Source: an optimization exercise on an open RTL-to-GDS flow (aim: small area). Production flows keep margins and buffers that such runs may drop. In this exercise RTL edits were held to simulation tests only and were not proved equivalent to the original. In every run shown here, the design's own scripts or RTL, not TritonCTS, make the clock network. The flow treats the clock pin as an ideal source. Dropping or thinning the clock tree relies on that and would not hold on a real chip. Power is estimated from default activity; no workload was simulated.

==> flow/config.mk <==
export PLATFORM = sky130hd
export DESIGN_NAME = update_flash
export DESIGN_NICKNAME = update_flash
export VERILOG_FILES = /design/flow/design.v
export SDC_FILE = /design/flow/constraint.sdc
export NUM_CORES = 4
export LEC_CHECK = 0
export CAP_MARGIN = 20
export CORE_MARGIN = 2
export CORE_UTILIZATION = 75
export SLEW_MARGIN = 20
==> flow/constraint.sdc <==
create_clock -name core_clock -period 10.0 [get_ports {sys_clk}]
set_input_delay 2.0000 -clock core_clock [delete_from_list [all_inputs] [get_ports {sys_clk}]]
set_output_delay 2.0000 -clock core_clock [all_outputs]
set_load 0.01 [all_outputs]
==> flow/design.v <==
module update_flash (
	input	wire				sys_clk,
	input	wire				sys_rst_n,
	output	wire				flash_cs_n_o,
	output	reg				flash_sck_o,
	output	wire				flash_mosi_o,
	input	wire				flash_miso_i,
	input	wire				flash_erase_en_i,
	input	wire	[23:0]			flash_prog_size_i,
	output	wire				flash_erase_busy_o,
	input	wire				flash_wr_en_i,
	output	wire				flash_wr_ready_o,
	output	wire				flash_writing_o,
	input	wire	[7:0]			flash_wr_data_i,
	output	wire				flash_wr_req_o,
	input	wire				flash_wr_done_i
);
	parameter		BASEADDR	= 24'h0;
	reg	[1:0]			st;
	reg	[23:0]			prog_byte;
	reg	[15:0]			tad;		 
	reg				tz;		 
	reg	[2:0]			dph;
	reg				op;		 
	reg				erase_done;
	reg	[3:0]			c4;
	reg	[8:0]			bx;
	reg				sbusy;		 
	reg				mosi;		 
	reg	[6:0]			sh;
	reg	[7:0]			wdat;
	wire		st_idle	= ( st == 2'b00 );
	wire		st_e	= st[1];
	wire		st_w	= ( st == 2'b01 );
	wire		d_idle	= ( dph == 3'd0 );
	wire		d_wait	= dph[0];
	wire		d_act	= !dph[0] && ( dph != 3'd0 );
	wire		c4_0	= ( c4 == 4'd0 );
	wire		c4_1	= ( c4 == 4'd1 );
	wire		c4_2	= ( c4 == 4'd2 );
	wire		ph4	= ( dph == 3'd4 );
	wire		ph6	= ( dph == 3'd6 );
	wire	[15:0]	tsrc	= { tad[15:8], tad[7:0] | { 8{ st_e } } };
	reg	[15:0]	tinc;
	reg	[23:0]	pnext;
	reg		cmp;
	reg		cy;
	integer		i;
	always @* begin
		cy = 1'b1;
		for ( i = 0; i < 16; i = i + 1 ) begin
			tinc[i] = tsrc[i] ^ cy;
			cy = cy && tsrc[i];
		end
		cmp = 1'b1;
		for ( i = 0; i < 16; i = i + 1 )
			cmp = cmp && !prog_byte[i];
		for ( i = 16; i < 24; i = i + 1 )
			cmp = ( tinc[i-8] && !prog_byte[i] ) || ( ( tinc[i-8] || !prog_byte[i] ) && cmp );
		cy = st_w && flash_wr_req_o;
		for ( i = 0; i < 24; i = i + 1 ) begin
			pnext[i] = prog_byte[i] ^ cy;
			cy = cy && !prog_byte[i];
		end
	end
	wire		pz	= ( prog_byte == 24'd0 );
	wire		ge	= tz ? pz : cmp;
	wire		erase_64k = ( st == 2'b10 ) && !ge;
	wire		to_write = st_e && ge && erase_done;
	wire		wr_en	= flash_wr_en_i && st_w;
	wire		req	= d_idle && ( erase_64k || wr_en );
	wire		more	= ph4 ? ( op ? bx[8] : !( bx[8] && !bx[7] ) ) : ( ph6 && sbusy );
	wire		w_end	= d_wait && ( c4 == ( dph == 3'd7 ? 4'd5 : 4'd7 ) );
	wire		w_start	= w_end && ( dph != 3'd7 );
	wire		a_start	= d_act && c4_0 && more;
	wire		a_end	= d_act && c4_0 && !more;
	wire		start	= w_start || a_start;
	wire		adv	= req || w_end || a_end;
	wire		data_byte = ph4 && !op && !bx[8];
	wire	[23:0]	faddr	= BASEADDR + { tad, 8'h00 };
	reg	[7:0]			ld;
	always @* begin
		if ( dph == 3'd2 )
			ld = 8'h06;
		else if ( ph6 )
			ld = 8'h05;
		else if ( bx[8] && bx[7] ) case ( bx[1:0] )
			2'd1:	 ld = op ? 8'hD8 : 8'h02;
			2'd2:	 ld = faddr[23:16];
			default: ld = faddr[15:8];
		endcase
		else if ( bx == 9'd0 )
			ld = faddr[7:0];
		else
			ld = wdat;
	end
	wire		shift	= c4[0] && ( d_act || ( d_wait && c4_1 ) );
	wire		load	= d_act && c4_1 && ( !ph6 || bx[1:0] == 2'd1 );
	assign	flash_mosi_o	= mosi;
	assign	flash_cs_n_o	= !( d_act || ( d_wait && c4_1 ) );
	assign	flash_wr_req_o	= data_byte && c4_1;
	assign	flash_erase_busy_o	= st_e;
	assign	flash_writing_o		= st_w;
	assign	flash_wr_ready_o	= st_w && d_idle;
always @ ( posedge sys_clk or negedge sys_rst_n ) begin
	if ( !sys_rst_n ) begin
		st <= 2'b00;
		dph <= 3'd0;
		op <= 1'b0;
		mosi <= 1'b1;
		flash_sck_o <= 1'b1;
	end else begin
		case ( st )
		2'b00:	 st <= flash_erase_en_i ? 2'b11 : 2'b00;
		2'b01:	 st <= ( pz || flash_wr_done_i ) ? 2'b00 : 2'b01;
		default: st <= to_write ? 2'b01 : 2'b10;
		endcase
		if ( adv )
			dph <= dph + 3'd1;
		if ( d_idle )
			op <= erase_64k;
		if ( load )
			mosi <= ld[7];
		else if ( shift )
			mosi <= sh[6];
		flash_sck_o <= d_act && !c4[0];
	end
end
always @ ( posedge sys_clk ) begin
	if ( req )
		tz <= 1'b0;
	else if ( st_idle || to_write )
		tz <= 1'b1;
	erase_done <= d_idle && op;
	sh <= ( {7{ load }} & ld[6:0] ) | ( {7{ !load && shift }} & { sh[5:0], 1'b1 } ) | ( {7{ !load && !shift }} & sh );
	if ( start )
		c4 <= 4'd1;
	else if ( d_idle )
		c4 <= 4'd6;
	else
		c4 <= c4 + 4'd1;
	if ( d_wait || d_idle )
		bx <= { 8'b11111110, start };
	else if ( start && !( ph6 && bx[1:0] == 2'd3 ) )
		bx <= bx + 9'd1;
	if ( !ph6 )
		sbusy <= 1'b1;
	else if ( c4_1 && bx[1:0] == 2'd3 )
		sbusy <= flash_miso_i;
	if ( data_byte && c4_2 )
		wdat <= flash_wr_data_i;
	prog_byte <= st_idle ? flash_prog_size_i : pnext;
	tad <= ( tad & {16{ !req }} ) | ( tinc & {16{ req && !tz }} );
end
endmodule
==> flow/flow/run.sh <==
#!/bin/bash
# Own layout flow: the standard ORFS flow (standard.sh, with its synthesis
# unchanged), with three changes to how the layout is made:
#  - after the floorplan, the combinational logic is re-mapped for area by
#    OpenROAD's restructure (flow/post_floorplan.tcl); registers are kept;
#  - the port buffers are the smallest buffer cell (buf_1) instead of the
#    cell buffer_ports picks by default;
#  - the clock tree is one buf_12 per quarter of the die,
#    driven by the clock port (flow/pre_cts.tcl), instead of TritonCTS's H-tree.
set -euo pipefail
here=$(pwd)
export MY_FLOW_WORK="$here"
export POST_FLOORPLAN_TCL="$here/flow/post_floorplan.tcl"
export BUFFER_PORTS_ARGS="-buffer_cell sky130_fd_sc_hd__buf_1"
export PRE_CTS_TCL="$here/flow/pre_cts.tcl"
export MY_CTS_CELL=sky130_fd_sc_hd__buf_12
export MY_CTS_NX=2
export MY_CTS_NY=2
bash standard.sh finish > "$here/standard_flow.log" 2>&1
==> flow/flow/filt_lib.py <==
import re, sys
# Copy a liberty file without the cells whose names match the pattern given.
src, dst, pat = sys.argv[1], sys.argv[2], re.compile(sys.argv[3])
out = []
skip = 0
depth = 0
with open(src) as f:
    for line in f:
        if skip:
            depth += line.count('{') - line.count('}')
            if depth <= 0:
                skip = 0
            continue
        m = re.match(r'\s*cell\s*\(\s*"?([A-Za-z0-9_]+)"?\s*\)', line)
        if m and pat.search(m.group(1)):
            skip = 1
            depth = line.count('{') - line.count('}')
            if depth <= 0 and '{' in line:
                skip = 0
            continue
        out.append(line)
open(dst, 'w').writelines(out)
==> flow/flow/post_floorplan.tcl <==
# Sourced by ORFS's floorplan.tcl (POST_FLOORPLAN_TCL) after the synthesized
# netlist is loaded and abc's buffers are removed. Re-maps the combinational
# logic for area with OpenROAD's restructure (ABC); flip-flops are untouched.
# restructure reads the cells from a copy of the platform's liberty file
# without the cells the platform marks don't-use (lpflow_*, probe*).
set my_dir $::env(MY_FLOW_WORK)/rmp
file mkdir $my_dir
set my_lib $my_dir/restructure.lib
exec python3 $::env(MY_FLOW_WORK)/flow/filt_lib.py [lindex $::env(LIB_FILES) 0] $my_lib {lpflow|probe}
puts "restructure: design area before"
report_design_area
restructure -target area -liberty_file $my_lib \
  -tielo_port [join $::env(TIELO_CELL_AND_PORT) /] \
  -tiehi_port [join $::env(TIEHI_CELL_AND_PORT) /] \
  -work_dir $my_dir -abc_logfile $my_dir/abc.log
puts "restructure: design area after"
report_design_area
==> flow/flow/pre_cts.tcl <==
# Sourced by ORFS's cts.tcl (PRE_CTS_TCL) before clock_tree_synthesis runs.
# The design has under a hundred flip-flops, so the clock tree is made here
# by hand instead of TritonCTS's H-tree: the clock port drives one leaf
# buffer per region of the die (MY_CTS_NX x MY_CTS_NY regions), and each
# leaf buffer drives the clock pins of the flip-flops in its region.
proc my_cts { cell nx ny } {
  set block [ord::get_db_block]
  set die [$block getDieArea]
  set x0 [$die xMin]; set y0 [$die yMin]
  set w [expr {[$die xMax] - $x0}]; set h [expr {[$die yMax] - $y0}]
  set groups [dict create]
  foreach pin [get_pins -of_objects [get_nets sys_clk]] {
    if { [get_property $pin direction] != "input" } { continue }
    set inst [sta::sta_to_db_inst [get_cells -of_objects $pin]]
    set bb [$inst getBBox]
    set cx [expr {([$bb xMin] + [$bb xMax]) / 2}]
    set cy [expr {([$bb yMin] + [$bb yMax]) / 2}]
    set gx [expr {min($nx - 1, int(($cx - $x0) * $nx / $w))}]
    set gy [expr {min($ny - 1, int(($cy - $y0) * $ny / $h))}]
    dict lappend groups "$gx,$gy" [list $pin $cx $cy]
  }
  set k 0
  dict for {key members} $groups {
    set sx 0; set sy 0; set pins {}
    foreach m $members {
      lappend pins [lindex $m 0]
      set sx [expr {$sx + [lindex $m 1]}]
      set sy [expr {$sy + [lindex $m 2]}]
    }
    set n [llength $pins]
    insert_buffer -buffer_cell $cell -net sys_clk -load_pins $pins \
      -location [list [expr {$sx / $n / 1000.0}] [expr {$sy / $n / 1000.0}]] \
      -buffer_name clkbuf_leaf_$k -net_name clknet_leaf_$k
    puts "my_cts: clkbuf_leaf_$k ($cell) for $n clock pins"
    incr k
  }
  puts "my_cts: the clock port net has [llength [[$block findNet sys_clk] getITerms]] cell pins"
}

rename clock_tree_synthesis orfs_clock_tree_synthesis
proc clock_tree_synthesis { args } {
  my_cts $::env(MY_CTS_CELL) $::env(MY_CTS_NX) $::env(MY_CTS_NY)
  set_propagated_clock [all_clocks]
}
==> flow/standard.sh <==
#!/bin/bash
# synth_recipe.tcl (not shown) runs the flow's synth.tcl, then flattens the netlist and writes it again
# the make line also repeats each setting of config.mk as NAME=value (left out here)
make -C /OpenROAD-flow-scripts/flow DESIGN_CONFIG=/design/flow/config.mk WORK_HOME=/design/flow/orfs CLKGATE_MAP_FILE= SYNTH_SCRIPT=/design/flow/synth_recipe.tcl "${@:-finish}"
==> results of run 1 <==
-- area by class of cell, without the clock buffers --
cell class | count | area, um^2 | area share (%)
flip-flops and latches | 79 | 1714 | 43.27
well taps | 72 | 90.09 | 2.274
repair buffers | 47 | 187.7 | 4.738
multi-input cells | 289 | 1612 | 40.68
inverters | 74 | 277.8 | 7.012
-- cell families after synthesis --
| family | count (synthesis) | synth area share (%) |
|---|---|---|
| compound gates | 85 | 12.44 |
| xor+xnor | 10 | 2.035 |
| fa+ha+maj | 50 | 14.48 |
| buf+inv | 52 | 5.261 |
| flops | 79 | 39.83 |
| mux | 26 | 7.122 |
| simple gates | 152 | 18.84 |
-- flip-flops by register name (all words and copies together) (netlist names) --
name,cells
bx,9
c4,4
dph,3
erase_done,1
flash_sck_o,1
mosi,1
op,1
prog_byte,24
sbusy,1
sh,7
st,2
tad,16
tz,1
wdat,8
-- routing by layer --
layer,part of all wire [%],GRT usage [%],vias to the layer above
met4,1.3,3.898,0
met2,50,50.25,105
li1,-,-,1698
met5,0,0,-
met3,5.1,1.697,8
met1,44,33.28,1538
-- power breakdown --
group | internal (mW) | total, mW | switching, mW
clock network | 0.0650 | 0.142 | 0.0767
logic | 0.215 | 0.543 | 0.328
registers | 0.445 | 0.540 | 0.0952
total | 0.725 | 1.23 | 0.500
-- critical path, delay by kind of cell, from the launching register on --
kind	cells	cell delay [ns]
AOI/OAI and AO/OA	13	2.09
DFF	1	0.59
buffers and inverters	7	0.83
and+or+nand+nor	9	1.50
-- worst max path at each step --
stage,end,from,cells after the start,slack [ns]
floorplan,prog_byte[23],dph[0],31,4.61
global placement,tad[0],st[1],29,5.09
detailed placement,tad[0],st[1],29,4.93
CTS,tad[0],st[1],29,4.94
global route,tad[0],st[1],29,4.17
finish,tad[0],st[1],29,4.90
-- cell usage in the layout, fill, tap and decap left out, drive strengths merged, types with 7 or more instances in the layout --
cell,Yosys,layout
a21oi,42,27
nor2,44,65
edfxtp,9,9
buf,10,51
a21o,2,9
o22ai,9,28
dfxtp,62,62
nor3,8,7
nand2,31,33
o21ai,11,44
o32a,1,17
clkinv,0,74
-- through the flow --
step	std cells	power [mW]	utilization, %	instance area [um^2]
3_5_place_dp	561	1.079	70.05	3881
2_1_floorplan	454	0.8302	-	4304
5_1_grt	565	1.327	71.50	3961
3_3_place_gp	561	1.054	70.05	3881
4_1_cts	565	1.223	71.50	3961
6_report	565	1.225	71.50	3961
==> results.py, run 1 <==
metrics = {
    "run_status": {
        "status": "timing/DRC/antenna clean",
    },
    "sta": {
        "whs_ns": 0.4855,
        "slew_violations": 0,
        "rsz0062_at_grt": "false",
        "fmax_mhz": 196.1,
        "tightest_slew_ns": 0.7016,
        "maxSlewHeadroom_pct": 52.94,
        "fin_skew_ns": 0.01126,
        "period_share_pct": 50.99,
        "fin_crit_ns": 5.099,
        "setup-violations-final": 0,
        "layout_setup_ws_ns": 4.901,
        "finalSetupTns_ns": 0,
        "hold_viol": 0,
    },
    "final_layout": {
        "num-fill-cells": 465,
        "fin_nets": 533,
        "antenna_cells": 0,
        "drive_gt1_share_pct": 1.826,
        "areaGrowthSynthToFinish_pct": -7.965,
    },
    "worst_hold_path": {
        "whs_path_depth": 1,
        "hp-class": "flop to flop",
        "hp-start": "sh[0]",
        "holdPathEnd": "sh[0]",
    },
    "clocking": {
        "clock_latency_ns": 0.12,
        "cts_setup_buffers": 0,
        "holdBufCountCts": 0,
        "cts_resized": 0,
        "cts.clk_slew.worst_paths_ns": 0.08,
    },
    "grt": {
        "antenna_found_initial": 0,
        "grt_overflow": 0,
        "grt_pass1_wl_um": 13830,
        "grt_pass1_vias": 3199,
        "grt_usage_pct": 26.36,
        "grt_max_degree": 28,
    },
    "setup_path": {
        "required_ns": 10.03,
        "rr_startpoint": "st[1]",
        "endpoint_kind": "flop",
        "ff2ff_path_depth": 29,
        "slowest_stage": "dfrtp_1",
        "reg2reg_slack_ns": 4.90,
        "path_common_cell": "o21ai_0",
        "cpPeakStageDelay_ns": 0.59,
        "worstSetupPathType": "flop to flop",
        "reg2reg_to": "tad[0]",
        "worst-endpoint-arrival_ns": 5.13,
        "worst_setup_path_start_kind": "flop",
        "critPathMaxFanout": 14,
    },
    "synthesis": {
        "synth_edf_count": 9,
        "yosysSeqAreaShare_pct": 39.83,
        "syn_nets": 541,
        "ys_ff_latch": 79,
        "yosys.area.top_type": "dfxtp_1",
        "avgSynthCellArea_um2": 9.480,
        "synth_ff_type": "dfxtp_1",
        "yosys.cell_count.top_type": "dfxtp_1",
        "synthTopCellsByCount": "dfxtp_1, ha_1, nor2_1",
        "syn-cell-area_mm2": 0.004304,
        "ys_warn_count": 1,
        "synthArstFlopShare_pct": 10.13,
        "syn_inst": 454,
        "ys_types": 61,
        "netlist_top_cells_area": "dfxtp_1, ha_1, edfxtp_1",
        "yosysTopAreaCellShare_pct": 28.84,
    },
    "drt": {
        "routed_wl_um": 8113,
        "firstDrtPassIters": 7,
        "post_drt_wl_per_cell_um": 14.36,
        "drt_iter0_markers": 236,
        "drc": 0,
        "vias_per_cell": 5.927,
        "dr_total_vias": 3349,
        "detail-route-antenna-nets": 0,
    },
    "power": {
        "powerDensity_mw_per_mm2": 309.3,
        "cellLeakagePower_nw": 1.384,
        "vdd_drop_max_uv": 173.1,
    },
    "die": {
        "die_x_um": 79.76,
        "dieArea_mm2": 0.006361,
        "die_h_um": 79.76,
        "num_rows": 27,
        "core-area_mm2": 0.005540,
        "ios": 45,
        "initial_core_util_pct": 77.69,
    },
    "flow_run": {
        "maxCapViolCount": 0,
    },
    "place": {
        "numPortBuffers": 44,
        "gp_congestion": 0.9152,
        "post-place-ws_ns": 4.930,
        "dp_hpwl_um": 6163,
    },
}
==> inputs of run 2 (changes only) <==
--- a/flow/flow/run.sh
+++ b/flow/flow/run.sh
@@ -7,3 +7,3 @@
 #    cell buffer_ports picks by default;
-#  - the clock tree is one buf_12 per quarter of the die,
+#  - the clock tree is one buf_12 per third of the die (horizontal bands),
 #    driven by the clock port (flow/pre_cts.tcl), instead of TritonCTS's H-tree.
@@ -16,4 +16,4 @@
 export MY_CTS_CELL=sky130_fd_sc_hd__buf_12
-export MY_CTS_NX=2
-export MY_CTS_NY=2
+export MY_CTS_NX=1
+export MY_CTS_NY=3
 bash standard.sh finish > "$here/standard_flow.log" 2>&1
==> run 2 against run 1 <==
  * Sequential power about the same
  * Fmax down 0.26%
  * Via count down 1.1%
  * Synthesized area unchanged
  * Highest routed layer unchanged
  * Setup slack worse by 0.013 ns
  * Sequential share of layout area up 0.22 points
==> results.py, run 2 <==
metrics = {
    "worst_hold_path": {
        "hp-class": "flop to flop",
        "whs_path_depth": 1,
        "hp-start": "sh[0]",
    },
    "flow_run": {
        "maxCapViolCount": 0,
    },
    "setup_path": {
        "worst-endpoint-arrival_ns": 5.18,
        "endpoint_kind": "flop",
        "slowest_stage": "dfrtp_1",
        "worst_setup_path_start_kind": "flop",
        "ff2ff_path_depth": 29,
        "required_ns": 10.07,
        "cp_top_family": "compound AO/OA/AOI/OAI gates",
        "cpPeakStageDelay_ns": 0.60,
        "cp.depth": 29,
        "rr_startpoint": "st[1]",
        "critPathMaxFanout": 14,
        "path_common_cell": "o21ai_0",
        "crit_buf_inv": 7,
        "worstSetupStartpoint": "st[1]",
        "worstSetupPathType": "flop to flop",
    },
    "drt": {
        "post_drt_wl_per_cell_um": 14.16,
        "drc": 0,
        "dr_total_vias": 3311,
        "vias_per_cell": 5.871,
        "drt_iter0_markers": 242,
        "firstDrtPassIters": 4,
        "detail-route-antenna-nets": 0,
        "routed_wl_um": 7988,
    },
    "final_layout": {
        "utilization_pct": 71.14,
        "layout_commonest_cell": "clkinv_1",
        "top_regs": "prog_byte: 24 flops, tad: 16 flops, bx: 9 flops",
        "areaGrowthSynthToFinish_pct": -8.430,
        "largest_reg_flops": 24,
        "fin_nets": 532,
        "antenna_cells": 0,
        "regMostFlops": "prog_byte",
        "final_cell_mix": "clkinv_1, nor2_1, dfxtp_1",
        "drive_gt1_share_pct": 1.626,
    },
    "die": {
        "initial_core_util_pct": 77.69,
        "die_x_um": 79.76,
        "num_rows": 27,
        "die_h_um": 79.76,
        "core-area_mm2": 0.005540,
        "dieArea_mm2": 0.006361,
        "ios": 45,
    },
    "sta": {
        "period_share_pct": 51.12,
        "fin_skew_ns": 0.02185,
        "finalSetupTns_ns": 0,
        "layout_setup_ws_ns": 4.888,
        "fin_crit_ns": 5.112,
        "rsz0062_at_grt": "false",
        "fmax_mhz": 195.6,
        "tightest_slew_ns": 0.7090,
        "slew_violations": 0,
        "hold_viol": 0,
        "maxSlewHeadroom_pct": 52.44,
        "setup-violations-final": 0,
    },
    "power": {
        "power_frac_clock_pct": 10.6,
        "swShare_pct": 41.40,
        "vdd_drop_max_uv": 154.9,
        "cellLeakagePower_nw": 1.375,
        "p_int_mw": 0.7086,
        "seqPwrFrac_pct": 44.5,
        "p_switching_mw": 0.5006,
        "comb_power_share_pct": 44.8,
        "powerDensity_mw_per_mm2": 306.8,
        "p_total_mw": 1.209,
    },
    "run_status": {
        "status": "timing/DRC/antenna clean",
    },
    "grt": {
        "grt_pass1_wl_um": 13700,
        "grt_overflow": 0,
        "antenna_found_initial": 0,
        "grt_pass1_vias": 3175,
        "grt_usage_pct": 26.01,
        "grt_max_degree": 32,
    },
    "synthesis": {
        "syn_inst": 454,
        "ys_types": 61,
        "yosysSeqAreaShare_pct": 39.83,
        "synth_ff_type": "dfxtp_1",
        "synth_edf_count": 9,
        "ys_ff_latch": 79,
        "yosys.cell_count.top_type": "dfxtp_1",
        "yosys.area.top_type": "dfxtp_1",
        "syn_nets": 541,
        "synthTopCellsByCount": "dfxtp_1, ha_1, nor2_1",
        "netlist_top_cells_area": "dfxtp_1, ha_1, edfxtp_1",
        "syn-cell-area_mm2": 0.004304,
        "ys_warn_count": 1,
        "avgSynthCellArea_um2": 9.480,
        "yosysTopAreaCellShare_pct": 28.84,
        "synthArstFlopShare_pct": 10.13,
    },
    "place": {
        "post-place-ws_ns": 4.930,
        "dp_hpwl_um": 6163,
        "numPortBuffers": 44,
        "gp_congestion": 0.9152,
    },
    "clocking": {
        "clock_latency_ns": 0.15,
        "holdBufCountCts": 0,
        "cts.clk_slew.worst_paths_ns": 0.12,
        "cts_setup_buffers": 0,
        "cts_resized": 0,
    },
}
-- run 2: changes by cell type in the layout (fill, tap and decap cells not counted), sizes merged --
cell	previous run	this run
buf	51	50
-- run 2: layout make-up, without the clock buffers --
| type | count | area [um^2] |
|---|---|---|
| fill | 470 | 1599 |
| inverter | 74 | 277.8 |
| multi-input combinational | 289 | 1612 |
| sequential | 79 | 1714 |
| tap | 72 | 90.09 |
| timing repair buffer | 47 | 187.7 |
-- run 2: per-stage QoR --
stage | instance area (um^2) | hold slack [ns] | std cells
after floorplan | 4304 | 0.4387 | 454
after global placement | 3881 | 0.4573 | 561
after detailed placement | 3881 | 0.4698 | 561
after CTS | 3941 | 0.4979 | 564
after global routing | 3941 | 0.5234 | 564
final | 3941 | 0.4921 | 564
-- run 2: worst reg2reg max path: cells and delay by family, from the launching register on --
family / cells / cell delay [ns]
AOI/OAI and AO/OA: 13 / 2.11
buffers and inverters: 7 / 0.83
DFF: 1 / 0.60
and+or+nand+nor: 9 / 1.52
-- run 2: path summary, 6_finish.rpt --
kind	endpoint	slack (ns)
worst max-delay path	tad[0]	4.89
worst min-delay path	sh[0]	0.49
worst max register to register	tad[0]	4.89
worst min register to register	sh[0]	0.49
max in group asynchronous	flash_sck_o	7.85
min in group asynchronous	st[1]	1.77
-- run 2: cell families after synthesis --
kind of cell / synth area share [%]
flip-flops: 39.83
buffers and inverters: 5.261
adder cells (fa/ha/maj): 14.48
AND/OR/NAND/NOR: 18.84
multiplexers: 7.122
XOR/XNOR: 2.035
AO/OA/AOI/OAI: 12.44
-- run 2: layer usage --
metal	part of all wire, %	wire [um]	track usage [%]	vias to the layer above
met5	0	0	0	-
met4	1.0	82	2.881	0
met3	4.4	354	1.357	9
met2	49	3933	48.40	88
met1	45	3617	34.50	1521
li1	-	-	-	1693
-- run 2: power by group through the flow --
stage          combinational, mW  sequential (mW)  clock, mW
4_1_cts                    0.537            0.538      0.130
3_3_place_gp               0.515            0.540          0
2_1_floorplan              0.353            0.477          0
5_1_grt                    0.618            0.553      0.141
6_report                   0.542            0.539      0.129
3_5_place_dp               0.534            0.545          0
==> inputs of run 3 (changes only) <==
--- a/flow/design.v
+++ b/flow/design.v
@@ -19,3 +19,4 @@
 	reg	[1:0]			st;
-	reg	[23:0]			prog_byte;
+	reg	[23:0]			progq;		 
+	wire	[23:0]			prog_byte = ~progq;
 	reg	[15:0]			tad;		 
@@ -151,3 +152,3 @@
 		wdat <= flash_wr_data_i;
-	prog_byte <= st_idle ? flash_prog_size_i : pnext;
+	progq <= ~( st_idle ? flash_prog_size_i : pnext );
 	tad <= ( tad & {16{ !req }} ) | ( tinc & {16{ req && !tz }} );
--- a/flow/flow/run.sh
+++ b/flow/flow/run.sh
@@ -7,3 +7,3 @@
 #    cell buffer_ports picks by default;
-#  - the clock tree is one buf_12 per third of the die (horizontal bands),
+#  - the clock tree is one buf_12 per quarter of the die,
 #    driven by the clock port (flow/pre_cts.tcl), instead of TritonCTS's H-tree.
@@ -16,4 +16,4 @@
 export MY_CTS_CELL=sky130_fd_sc_hd__buf_12
-export MY_CTS_NX=1
-export MY_CTS_NY=3
+export MY_CTS_NX=2
+export MY_CTS_NY=2
 bash standard.sh finish > "$here/standard_flow.log" 2>&1
==> run 3 against run 2 <==
  * Synthesized cell count decreased by 5.7%
  * Still clean on timing, DRC and antenna
  * Sequential share of layout area rose by 1.1 points
  * Final cell count fell by 3.0%
  * Hold slack better by 0.0048 ns
  * Utilization fell by 0.51 points
  * Final area fell by 2.5%
  * Highest routed layer unchanged
  * Die area down 3.2%
  * Register-to-register slack lost 0.38 ns
==> results.py, run 3 <==
metrics = {
    "worst_hold_path": {
        "hp-class": "flop to flop",
        "holdPathEnd": "c4[3]",
        "hp-start": "c4[3]",
        "whs_path_depth": 1,
    },
    "grt": {
        "antenna_found_initial": 0,
        "grt_max_degree": 41,
        "grt_pass1_vias": 2932,
        "grt_overflow": 0,
        "grt_pass1_wl_um": 13120,
        "grt_usage_pct": 25.80,
    },
    "die": {
        "num_rows": 27,
        "die_h_um": 78.46,
        "ios": 45,
        "core-area_mm2": 0.005439,
        "initial_core_util_pct": 76.44,
        "dieArea_mm2": 0.006155,
        "die_x_um": 78.46,
    },
    "synthesis": {
        "netlist_top_cells_area": "dfxtp_1, ha_1, edfxtp_1",
        "synth_ff_type": "dfxtp_1",
        "yosys.cell_count.top_type": "dfxtp_1",
        "yosysSeqAreaShare_pct": 41.23,
        "ys_warn_count": 1,
        "avgSynthCellArea_um2": 9.714,
        "yosys.area.top_type": "dfxtp_1",
        "synth_edf_count": 9,
        "synthTopCellsByCount": "dfxtp_1, nand2_1, ha_1",
        "yosysTopAreaCellShare_pct": 29.85,
        "ys_ff_latch": 79,
        "syn_nets": 515,
        "syn-cell-area_mm2": 0.004158,
        "syn_inst": 428,
        "synthArstFlopShare_pct": 10.13,
        "ys_types": 60,
    },
    "final_layout": {
        "utilization_pct": 70.62,
        "regMostFlops": "progq",
        "areaGrowthSynthToFinish_pct": -7.614,
        "largest_reg_flops": 24,
        "drive_gt1_share_pct": 1.474,
        "final_cell_mix": "clkinv_1, o21ai_0, dfxtp_1",
        "top_regs": "progq: 24 flops, tad: 16 flops, bx: 9 flops",
        "fin_nets": 515,
        "antenna_cells": 0,
    },
    "drt": {
        "firstDrtPassIters": 5,
        "routed_wl_um": 8173,
        "dr_total_vias": 3246,
        "drt_iter0_markers": 152,
        "post_drt_wl_per_cell_um": 14.94,
        "detail-route-antenna-nets": 0,
        "drc": 0,
        "vias_per_cell": 5.934,
    },
    "setup_path": {
        "reg2reg_slack_ns": 4.51,
        "worstSetupPathType": "flop to flop",
        "critPathMaxFanout": 15,
        "crit_buf_inv": 6,
        "worst-endpoint-arrival_ns": 5.52,
        "slowest_stage": "dfrtp_1",
        "cp_top_family": "simple AND/OR/NAND/NOR gates",
        "ff2ff_path_depth": 28,
        "rr_startpoint": "st[1]",
        "reg2reg_to": "tad[13]",
        "worst_setup_path_start_kind": "flop",
        "endpoint_kind": "flop",
        "cpPeakStageDelay_ns": 0.52,
        "required_ns": 10.03,
    },
    "sta": {
        "fin_skew_ns": 0.01729,
        "hold_viol": 0,
        "tightest_slew_ns": 0.9488,
        "slew_violations": 0,
        "finalSetupTns_ns": 0,
        "fin_crit_ns": 5.493,
        "rsz0062_at_grt": "false",
        "setup-violations-final": 0,
        "period_share_pct": 54.93,
        "maxSlewHeadroom_pct": 36.35,
        "fmax_mhz": 182.0,
    },
    "run_status": {
        "status": "timing/DRC/antenna clean",
    },
    "power": {
        "vdd_drop_max_uv": 105.6,
        "power_frac_clock_pct": 30.6,
        "p_int_mw": 0.3892,
        "powerDensity_mw_per_mm2": 122.7,
        "swShare_pct": 17.43,
        "comb_power_share_pct": 1.3,
        "cellLeakagePower_nw": 1.529,
        "seqPwrFrac_pct": 68.0,
        "p_switching_mw": 0.08216,
    },
    "clocking": {
        "cts.clk_slew.worst_paths_ns": 0.07,
        "cts_resized": 0,
        "clock_latency_ns": 0.13,
        "cts_setup_buffers": 0,
        "holdBufCountCts": 0,
    },
    "place": {
        "dp_hpwl_um": 6107,
        "numPortBuffers": 44,
        "gp_congestion": 0.8990,
    },
    "flow_run": {
        "maxCapViolCount": 0,
    },
}
==> run 3: cell count changes after synthesis, sizes merged, moves of 5 or more <==
cell    delta
nand2b     -5
inv       -21
nand4      +8
buf        -6
nor2      -26
xor2       +5
nand2     +25
a21oi     -27
o21ai     +24
==> run 3: worst max-delay path by stage <==
stage	startpoint	slack [ns]	endpoint	cells past startpoint
floorplan	dph[0]	4.55	progq[23]	32
global placement	st[1]	5.06	tad[5]	28
detailed placement	st[1]	4.71	tad[4]	28
CTS	st[1]	4.65	tad[4]	28
global route	st[1]	3.79	tad[3]	28
finish	st[1]	4.51	tad[13]	28
==> run 3: cell families (layout without fill, tap and decap cells) <==
logic type | after synthesis | after routing | share of synthesized area (%)
XOR/XNOR | 13 | 0 | 2.919
multiplexers | 24 | 0 | 6.831
adder cells (fa/ha/maj) | 49 | 0 | 14.75
buffers and inverters | 29 | 112 | 2.919
AO/OA/AOI/OAI | 81 | 168 | 12.04
AND/OR/NAND/NOR | 153 | 116 | 19.32
flip-flops | 79 | 79 | 41.23
==> run 3: power by group through the flow <==
stage               combinational, mW  clock, mW  sequential [mW]
floorplan                   0.0000366          0            0.328
global placement              0.00617          0            0.328
detailed placement            0.00633          0            0.328
CTS                           0.00637      0.146            0.321
global route                  0.00707      0.157            0.321
finish                        0.00627      0.144            0.321
==> run 3: cell type report, without the clock buffers <==
class | count | area [um^2]
multi-input cells | 284 | 1548
inverters | 63 | 236.5
flip-flops and latches | 79 | 1714
well taps | 72 | 90.09
fillers | 482 | 1598
repair buffers | 45 | 172.7
==> run 3: routing by layer <==
layer,track usage [%],share of wire [%],vias to the layer above
met2,45.78,48,79
met1,32.86,44,1486
li1,-,-,1657
met4,9.825,4.2,0
met3,1.954,3.9,24
met5,0,0,-
==> run 3: stage by stage <==
| stage | setup WS (ns) | instances | hold WS [ns] | instance area (um^2) | total power [mW] |
|---|---|---|---|---|---|
| 2_1_floorplan | 4.550 | 428 | 0.4485 | 4158 | 0.3277 |
| 3_3_place_gp | 5.061 | 543 | 0.4701 | 3761 | 0.3338 |
| 3_5_place_dp | 4.706 | 543 | 0.4790 | 3761 | 0.3339 |
| 4_1_cts | 4.648 | 547 | 0.5014 | 3841 | 0.4730 |
| 5_1_grt | 3.786 | 547 | 0.5288 | 3841 | 0.4847 |
| 6_report | 4.507 | 547 | 0.4968 | 3841 | 0.4714 |
==> run 3: worst reg2reg max path: cells and delay by family (launching register included) <==
kind            cells  cell delay (ns)
compound gates     11             1.74
buf+inv             6             0.99
simple gates       11             2.16
flops               1             0.52
==> inputs of run 4 (changes only) <==
==> flow/flow/post_floorplan.tcl (replaced) <==
# Sourced by ORFS's floorplan.tcl (POST_FLOORPLAN_TCL) after the synthesized
# netlist is loaded and abc's buffers are removed. Re-maps the combinational
# logic for area with OpenROAD's restructure (ABC), three passes; flip-flops
# are untouched.
# restructure reads the cells from a copy of the platform's liberty file
# without the cells the platform marks don't-use (lpflow_*, probe*).
set my_dir $::env(MY_FLOW_WORK)/rmp
file mkdir $my_dir
set my_lib $my_dir/restructure.lib
exec python3 $::env(MY_FLOW_WORK)/flow/filt_lib.py [lindex $::env(LIB_FILES) 0] $my_lib {lpflow|probe}
puts "restructure: design area before"
report_design_area
for {set pass 1} {$pass <= 3} {incr pass} {
  restructure -target area -liberty_file $my_lib \
    -tielo_port [join $::env(TIELO_CELL_AND_PORT) /] \
    -tiehi_port [join $::env(TIEHI_CELL_AND_PORT) /] \
    -work_dir $my_dir -abc_logfile $my_dir/abc_$pass.log
  puts "restructure: design area after pass $pass"
  report_design_area
}
==> run 4 against run 3 <==
  * Register-to-register slack worse by 0.12 ns
  * Utilization up 0.18 points
  * Fmax down 2.1%
  * Global-route usage down 1.0 points
  * Still clean
  * Hold slack worse by 0.018 ns
  * Clock power about the same
  * Setup slack worse by 0.12 ns
  * Critical path type unchanged
==> results.py, run 4 <==
metrics = {
    "drt": {
        "drt_iter0_markers": 160,
        "drc": 0,
        "routed_wl_um": 7613,
        "vias_per_cell": 5.982,
        "firstDrtPassIters": 5,
        "post_drt_wl_per_cell_um": 13.97,
        "detail-route-antenna-nets": 0,
        "dr_total_vias": 3260,
    },
    "setup_path": {
        "worst_setup_path_start_kind": "flop",
        "endpoint_kind": "flop",
        "cpPeakStageDelay_ns": 0.54,
        "slowest_stage": "dfrtp_1",
        "reg2reg_to": "tad[1]",
        "required_ns": 10.03,
        "worst-endpoint-arrival_ns": 5.64,
        "critPathMaxFanout": 15,
        "ff2ff_path_depth": 29,
        "worstSetupPathType": "flop to flop",
        "reg2reg_slack_ns": 4.39,
        "rr_startpoint": "st[1]",
        "path_common_cell": "clkinv_1",
    },
    "run_status": {
        "status": "timing/DRC/antenna clean",
    },
    "synthesis": {
        "yosys.area.top_type": "dfxtp_1",
        "synth_edf_count": 9,
        "yosysTopAreaCellShare_pct": 29.85,
        "ys_warn_count": 1,
        "syn_nets": 515,
        "netlist_top_cells_area": "dfxtp_1, ha_1, edfxtp_1",
        "synth_ff_type": "dfxtp_1",
        "synthTopCellsByCount": "dfxtp_1, nand2_1, ha_1",
        "syn-cell-area_mm2": 0.004158,
        "avgSynthCellArea_um2": 9.714,
        "ys_types": 60,
        "synthArstFlopShare_pct": 10.13,
        "yosysSeqAreaShare_pct": 41.23,
        "yosys.cell_count.top_type": "dfxtp_1",
        "ys_ff_latch": 79,
        "syn_inst": 428,
    },
    "grt": {
        "grt_overflow": 0,
        "grt_usage_pct": 24.79,
        "grt_max_degree": 46,
        "grt_pass1_wl_um": 12830,
        "grt_pass1_vias": 3006,
        "antenna_found_initial": 0,
    },
    "flow_run": {
        "maxCapViolCount": 0,
    },
    "final_layout": {
        "areaGrowthSynthToFinish_pct": -7.373,
        "antenna_cells": 0,
        "largest_reg_flops": 24,
        "drive_gt1_share_pct": 1.691,
        "fin_nets": 513,
        "regMostFlops": "progq",
        "top_regs": "progq: 24 flops, tad: 16 flops, bx: 9 flops",
        "final_cell_mix": "clkinv_1, o21ai_0, dfxtp_1",
        "num-fill-cells": 444,
    },
    "place": {
        "post-place-ws_ns": 4.557,
        "numPortBuffers": 44,
        "gp_congestion": 0.8763,
        "dp_hpwl_um": 5839,
    },
    "power": {
        "powerDensity_mw_per_mm2": 121.8,
        "cellLeakagePower_nw": 1.417,
        "vdd_drop_max_uv": 96.59,
    },
    "worst_hold_path": {
        "holdPathEnd": "sh[0]",
        "hp-start": "sh[0]",
        "whs_path_depth": 1,
        "hp-class": "flop to flop",
    },
    "die": {
        "ios": 45,
        "num_rows": 27,
        "core-area_mm2": 0.005439,
        "die_x_um": 78.46,
        "dieArea_mm2": 0.006155,
        "initial_core_util_pct": 76.44,
        "die_h_um": 78.46,
    },
    "sta": {
        "hold_viol": 0,
        "slew_violations": 0,
        "tightest_slew_ns": 0.8532,
        "fin_skew_ns": 0.01668,
        "rsz0062_at_grt": "false",
        "layout_setup_ws_ns": 4.390,
        "maxSlewHeadroom_pct": 42.68,
        "fmax_mhz": 178.3,
        "period_share_pct": 56.10,
        "fin_crit_ns": 5.610,
        "finalSetupTns_ns": 0,
        "setup-violations-final": 0,
    },
    "clocking": {
        "cts_setup_buffers": 0,
        "holdBufCountCts": 0,
        "clock_latency_ns": 0.13,
        "cts_resized": 0,
        "cts.clk_slew.worst_paths_ns": 0.09,
    },
}
==> run 4: changes by cell type in the layout (fill, tap and decap cells not counted), sizes merged, moves of 3 or more <==
cell | before | now
a22oi | 3 | 0
nand2 | 34 | 26
nor2 | 47 | 42
nor3 | 3 | 7
nor4 | 2 | 5
==> run 4: cell families (layout without fill, tap and decap cells) <==
group                      Yosys count  after routing  synth area share, %
buffers and inverters               29            114                2.919
and+or+nand+nor                    153            112                19.32
DFF                                 79             79                41.23
muxes                               24              0                6.831
xor gates and xnor gates            13              0                2.919
adders and majority gates           49              0                14.75
AOI/OAI and AO/OA                   81            168                12.04
==> run 4: worst max path at each step <==
| stage | start | endpoint | depth (start not counted) |
|---|---|---|---|
| 3_5_place_dp | st[1] | tad[1] | 29 |
| 6_report | st[1] | tad[1] | 29 |
| 5_1_grt | st[1] | tad[7] | 29 |
| 2_1_floorplan | dph[0] | progq[23] | 32 |
| 3_3_place_gp | st[1] | tad[1] | 29 |
| 4_1_cts | st[1] | tad[1] | 29 |
==> run 4: per-layer routing <==
metal / routed length (um) / GRT usage [%]
met1: 3536 / 32.22
met2: 3647 / 45.43
met3: 273 / 1.724
met4: 156 / 5.263
met5: 0 / 0
==> run 4: cell type report, without the clock buffers <==
type / count / area, um^2 / share of cell area, %
tap: 72 / 90.09 / 2.339
sequential: 79 / 1714 / 44.51
inverter: 64 / 240.2 / 6.238
multi-input combinational: 280 / 1539 / 39.96
timing repair buffer: 46 / 187.7 / 4.873
==> run 4: where the power goes <==
part           internal, mW  switching (mW)
clock network        0.0649          0.0768
registers             0.321               0
logic               0.00353         0.00289
total                 0.389          0.0796
==> run 4: worst max-delay path, delay by kind of cell (launching register included) <==
kind,cells,cell delay [ns]
buffers and inverters,7,1.06
AOI/OAI and AO/OA,13,2.04
and+or+nand+nor,9,1.86
DFF,1,0.54
==> run 4: metrics by stage <==
step	std cells	hold slack [ns]	power [mW]	util [%]	instance area, um^2
global route	545	0.4945	0.4837	70.81	3851
floorplan	428	0.4485	0.3277	-	4158
detailed placement	540	0.4552	0.3340	69.06	3756
CTS	544	0.4756	0.4724	70.53	3836
finish	545	0.4793	0.4689	70.81	3851
global placement	540	0.4527	0.3338	69.06	3756
==> inputs of run 5 (changes only) <==
--- a/flow/flow/run.sh
+++ b/flow/flow/run.sh
@@ -7,4 +7,5 @@
 #    cell buffer_ports picks by default;
-#  - the clock tree is one buf_12 per quarter of the die,
-#    driven by the clock port (flow/pre_cts.tcl), instead of TritonCTS's H-tree.
+#  - the clock tree is three buf_12, each driving a third of the flip-flops
+#    (bands along y), driven by the clock port (flow/pre_cts.tcl), instead
+#    of TritonCTS's H-tree.
 set -euo pipefail
@@ -16,4 +17,4 @@
 export MY_CTS_CELL=sky130_fd_sc_hd__buf_12
-export MY_CTS_NX=2
-export MY_CTS_NY=2
+export MY_CTS_N=3
+export MY_CTS_AXIS=y
 bash standard.sh finish > "$here/standard_flow.log" 2>&1
==> flow/flow/post_floorplan.tcl (replaced) <==
# Sourced by ORFS's floorplan.tcl (POST_FLOORPLAN_TCL) after the synthesized
# netlist is loaded and abc's buffers are removed. Re-maps the combinational
# logic for area with OpenROAD's restructure (ABC); flip-flops are untouched.
# restructure reads the cells from a copy of the platform's liberty file
# without the cells the platform marks don't-use (lpflow_*, probe*).
set my_dir $::env(MY_FLOW_WORK)/rmp
file mkdir $my_dir
set my_lib $my_dir/restructure.lib
exec python3 $::env(MY_FLOW_WORK)/flow/filt_lib.py [lindex $::env(LIB_FILES) 0] $my_lib {lpflow|probe}
puts "restructure: design area before"
report_design_area
restructure -target area -liberty_file $my_lib \
  -tielo_port [join $::env(TIELO_CELL_AND_PORT) /] \
  -tiehi_port [join $::env(TIEHI_CELL_AND_PORT) /] \
  -work_dir $my_dir -abc_logfile $my_dir/abc.log
puts "restructure: design area after"
report_design_area
==> flow/flow/pre_cts.tcl (replaced) <==
# Sourced by ORFS's cts.tcl (PRE_CTS_TCL) before clock_tree_synthesis runs.
# The design has under a hundred flip-flops, so the clock tree is made here
# by hand instead of TritonCTS's H-tree: the clock port drives MY_CTS_N leaf buffers; the
# flip-flops are split into MY_CTS_N groups of (nearly) equal size by
# position (bands along y, or along x when MY_CTS_AXIS is x), and each leaf
# buffer, placed at its group's centre, drives the clock pins of one group.
proc my_cts { cell n axis } {
  set block [ord::get_db_block]
  set sinks {}
  foreach pin [get_pins -of_objects [get_nets sys_clk]] {
    if { [get_property $pin direction] != "input" } { continue }
    set inst [sta::sta_to_db_inst [get_cells -of_objects $pin]]
    set bb [$inst getBBox]
    set cx [expr {([$bb xMin] + [$bb xMax]) / 2}]
    set cy [expr {([$bb yMin] + [$bb yMax]) / 2}]
    lappend sinks [list $pin $cx $cy]
  }
  set key [expr {$axis == "x" ? 1 : 2}]
  set sinks [lsort -integer -index $key $sinks]
  set total [llength $sinks]
  for {set k 0} {$k < $n} {incr k} {
    set lo [expr {$k * $total / $n}]
    set hi [expr {($k + 1) * $total / $n - 1}]
    set sx 0; set sy 0; set pins {}
    foreach m [lrange $sinks $lo $hi] {
      lappend pins [lindex $m 0]
      set sx [expr {$sx + [lindex $m 1]}]
      set sy [expr {$sy + [lindex $m 2]}]
    }
    set c [llength $pins]
    insert_buffer -buffer_cell $cell -net sys_clk -load_pins $pins \
      -location [list [expr {$sx / $c / 1000.0}] [expr {$sy / $c / 1000.0}]] \
      -buffer_name clkbuf_leaf_$k -net_name clknet_leaf_$k
    puts "my_cts: clkbuf_leaf_$k ($cell) for $c clock pins"
  }
}

rename clock_tree_synthesis orfs_clock_tree_synthesis
proc clock_tree_synthesis { args } {
  my_cts $::env(MY_CTS_CELL) $::env(MY_CTS_N) $::env(MY_CTS_AXIS)
  set_propagated_clock [all_clocks]
}
==> run 5 against run 4 <==
  * Die area is the same
  * Flip-flop and latch count is the same
  * Synthesized area is the same
  * Clock power shrank 11%
  * Combinational power shrank 3%
  * Via count shrank 1.3%
  * Fmax grew 2.9%
  * Hold slack gained 0.020 ns
  * Total power shrank 3.2%
==> results.py, run 5 <==
metrics = {
    "place": {
        "dp_cells": 543,
        "numPortBuffers": 44,
        "gp_congestion": 0.8990,
        "dp_hpwl_um": 6107,
    },
    "die": {
        "die_x_um": 78.46,
        "core-area_mm2": 0.005439,
        "ios": 45,
        "die_h_um": 78.46,
        "num_rows": 27,
        "dieArea_mm2": 0.006155,
        "initial_core_util_pct": 76.44,
    },
    "setup_path": {
        "cpPeakStageDelay_ns": 0.53,
        "worst_setup_path_start_kind": "flop",
        "slowest_stage": "dfrtp_1",
        "critPathMaxFanout": 15,
        "worstSetupPathType": "flop to flop",
        "reg2reg_slack_ns": 4.55,
        "required_ns": 10.06,
        "endpoint_kind": "flop",
        "path_common_cell": "o21ai_0",
        "worst-endpoint-arrival_ns": 5.51,
    },
    "sta": {
        "finalSetupTns_ns": 0,
        "maxSlewHeadroom_pct": 38.05,
        "rsz0062_at_grt": "false",
        "whs_ns": 0.4995,
        "fin_crit_ns": 5.453,
        "slew_violations": 0,
        "tightest_slew_ns": 0.9236,
        "hold_viol": 0,
        "period_share_pct": 54.53,
        "fmax_mhz": 183.4,
        "fin_skew_ns": 0.008384,
        "setup-violations-final": 0,
    },
    "power": {
        "vdd_drop_max_uv": 100.9,
        "seqPwrFrac_pct": 70.6,
        "p_total_mw": 0.4537,
        "powerDensity_mw_per_mm2": 118.7,
        "comb_power_share_pct": 1.4,
        "p_switching_mw": 0.08090,
        "p_int_mw": 0.3728,
        "cellLeakagePower_nw": 1.519,
        "swShare_pct": 17.83,
        "power_frac_clock_pct": 28.0,
    },
    "grt": {
        "met2_usage_pct": 45.52,
        "grt_pass1_vias": 2905,
        "use_met1_pct": 32.51,
        "grt_max_degree": 41,
        "top_usage_layer": "met2",
        "grt_use_met3_pct": 1.954,
        "grt_overflow": 0,
        "grt_usage_pct": 25.45,
        "grt_pass1_wl_um": 12960,
        "antenna_found_initial": 0,
    },
    "clocking": {
        "clock_latency_ns": 0.14,
        "cts.clk_slew.worst_paths_ns": 0.10,
        "holdBufCountCts": 0,
        "cts_resized": 0,
        "cts_setup_buffers": 0,
    },
    "final_layout": {
        "regMostFlops": "progq",
        "finalNonFillerCells": 546,
        "largest_reg_flops": 24,
        "final_cell_mix": "clkinv_1, o21ai_0, dfxtp_1",
        "areaGrowthSynthToFinish_pct": -8.095,
        "top_regs": "progq: 24 flops, tad: 16 flops, bx: 9 flops",
        "drive_gt1_share_pct": 1.266,
        "fin_nets": 514,
        "utilization_pct": 70.26,
        "antenna_cells": 0,
    },
    "synthesis": {
        "ys_ff_latch": 79,
        "yosysTopAreaCellShare_pct": 29.85,
        "ys_types": 60,
        "synth_ff_type": "dfxtp_1",
        "synth_edf_count": 9,
        "synthArstFlopShare_pct": 10.13,
        "yosys.area.top_type": "dfxtp_1",
        "syn_inst": 428,
        "synthTopCellsByCount": "dfxtp_1, nand2_1, ha_1",
        "syn-cell-area_mm2": 0.004158,
        "ys_warn_count": 1,
        "syn_nets": 515,
        "netlist_top_cells_area": "dfxtp_1, ha_1, edfxtp_1",
        "avgSynthCellArea_um2": 9.714,
        "yosys.cell_count.top_type": "dfxtp_1",
        "yosysSeqAreaShare_pct": 41.23,
    },
    "run_status": {
        "status": "timing/DRC/antenna clean",
    },
    "drt": {
        "vias_per_cell": 5.894,
        "drt_iter0_markers": 135,
        "firstDrtPassIters": 4,
        "dr_total_vias": 3218,
        "routed_wl_um": 7958,
        "post_drt_wl_per_cell_um": 14.58,
        "detail-route-antenna-nets": 0,
        "drc": 0,
    },
    "flow_run": {
        "maxCapViolCount": 0,
    },
    "worst_hold_path": {
        "hp-class": "flop to flop",
    },
}
==> run 5: cell count changes in the layout (fill, tap and decap cells not counted), moves of 2 or more <==
cell	change
o2bb2ai_1	-2
nor2_1	+5
nand2_1	+8
nor3_1	-4
a31oi_1	-2
nor4_1	-3
o22a_1	+2
a22oi_1	+3
or2_0	-2
o21a_1	-2
nand3_1	-2
==> run 5: power groups by stage <==
stage	Combinational, mW	Sequential (mW)	Clock, mW
2_1_floorplan	0.0000366	0.328	0
3_3_place_gp	0.00617	0.328	0
3_5_place_dp	0.00633	0.328	0
4_1_cts	0.00638	0.320	0.128
5_1_grt	0.00709	0.320	0.141
6_report	0.00625	0.320	0.127
==> run 5: cell type report, without the clock buffers <==
type	count	area [um^2]
sequential	79	1714
multi-input combinational	284	1548
inverter	63	236.5
fill	485	1618
timing repair buffer	45	172.7
tap	72	90.09
==> run 5: cell families after synthesis <==
kind of cell | share of synthesized area [%]
compound gates | 12.04
xor+xnor | 2.919
fa+ha+maj | 14.75
buf+inv | 2.919
flops | 41.23
mux | 6.831
simple gates | 19.32
==> run 5: path summary, 6_finish.rpt <==
kind / startpoint / end / depth (start not counted)
worst min-delay path: c4[3] / c4[3] / 1
max in group asynchronous: sys_rst_n / mosi / 1
worst max register to register: st[1] / tad[6] / 28
worst max-delay path: st[1] / tad[6] / 28
worst min register to register: c4[3] / c4[3] / 1
min in group asynchronous: sys_rst_n / st[0] / 1
==> run 5: routing by layer <==
metal,vias up,part of all wire (%)
met5,-,0
met4,0,3.7
met3,18,4.3
met2,88,48
met1,1462,44
li1,1650,-
==> run 5: per-stage QoR <==
stage               setup slack [ns]  instance area (um^2)
floorplan                      4.550                  4158
global placement               5.061                  3761
detailed placement             4.706                  3761
CTS                            4.667                  3821
global route                   3.801                  3821
finish                         4.547                  3821
==> run 5: critical path, delay by kind of cell (launching register included) <==
family | cells | cell delay, ns
AO/OA/AOI/OAI | 11 | 1.72
buffers and inverters | 6 | 0.99
flip-flops | 1 | 0.53
AND/OR/NAND/NOR | 11 | 2.13

what the ideal ports hide:
Ports are ideal in the flow. The routed layouts listed here were re-timed in OpenROAD. Step 1 sets driving cells, clkbuf_16 on the clock port and buf_2 on the other inputs (assumed; they add their load-dependent delay and slew). Step 2 also shifts input and output timing later by t, the mid clock arrival at the registers, as if the neighbouring blocks saw the same clock. a / b / c = ideal / step 1 / step 2; a / b = the first two.
| run | shift t [ns] | slack for setup (ns) | hold slack, ns |
|---|---|---|---|
| run 1 | 0.202 | 4.901 / 4.901 / 4.901 | 0.486 / 0.486 / 0.486 |
| run 2 | 0.204 | 4.888 / 4.888 / 4.888 | 0.492 / 0.492 / 0.492 |
| run 3 | 0.210 | 4.507 / 4.507 / 4.507 | 0.497 / 0.497 / 0.497 |
| run 4 | 0.201 | 4.390 / 4.390 / 4.390 | 0.479 / 0.479 / 0.479 |
| run 5 | 0.198 | 4.547 / 4.547 / 4.547 | 0.499 / 0.499 / 0.499 |
After both steps setup and hold are still met in every run listed.
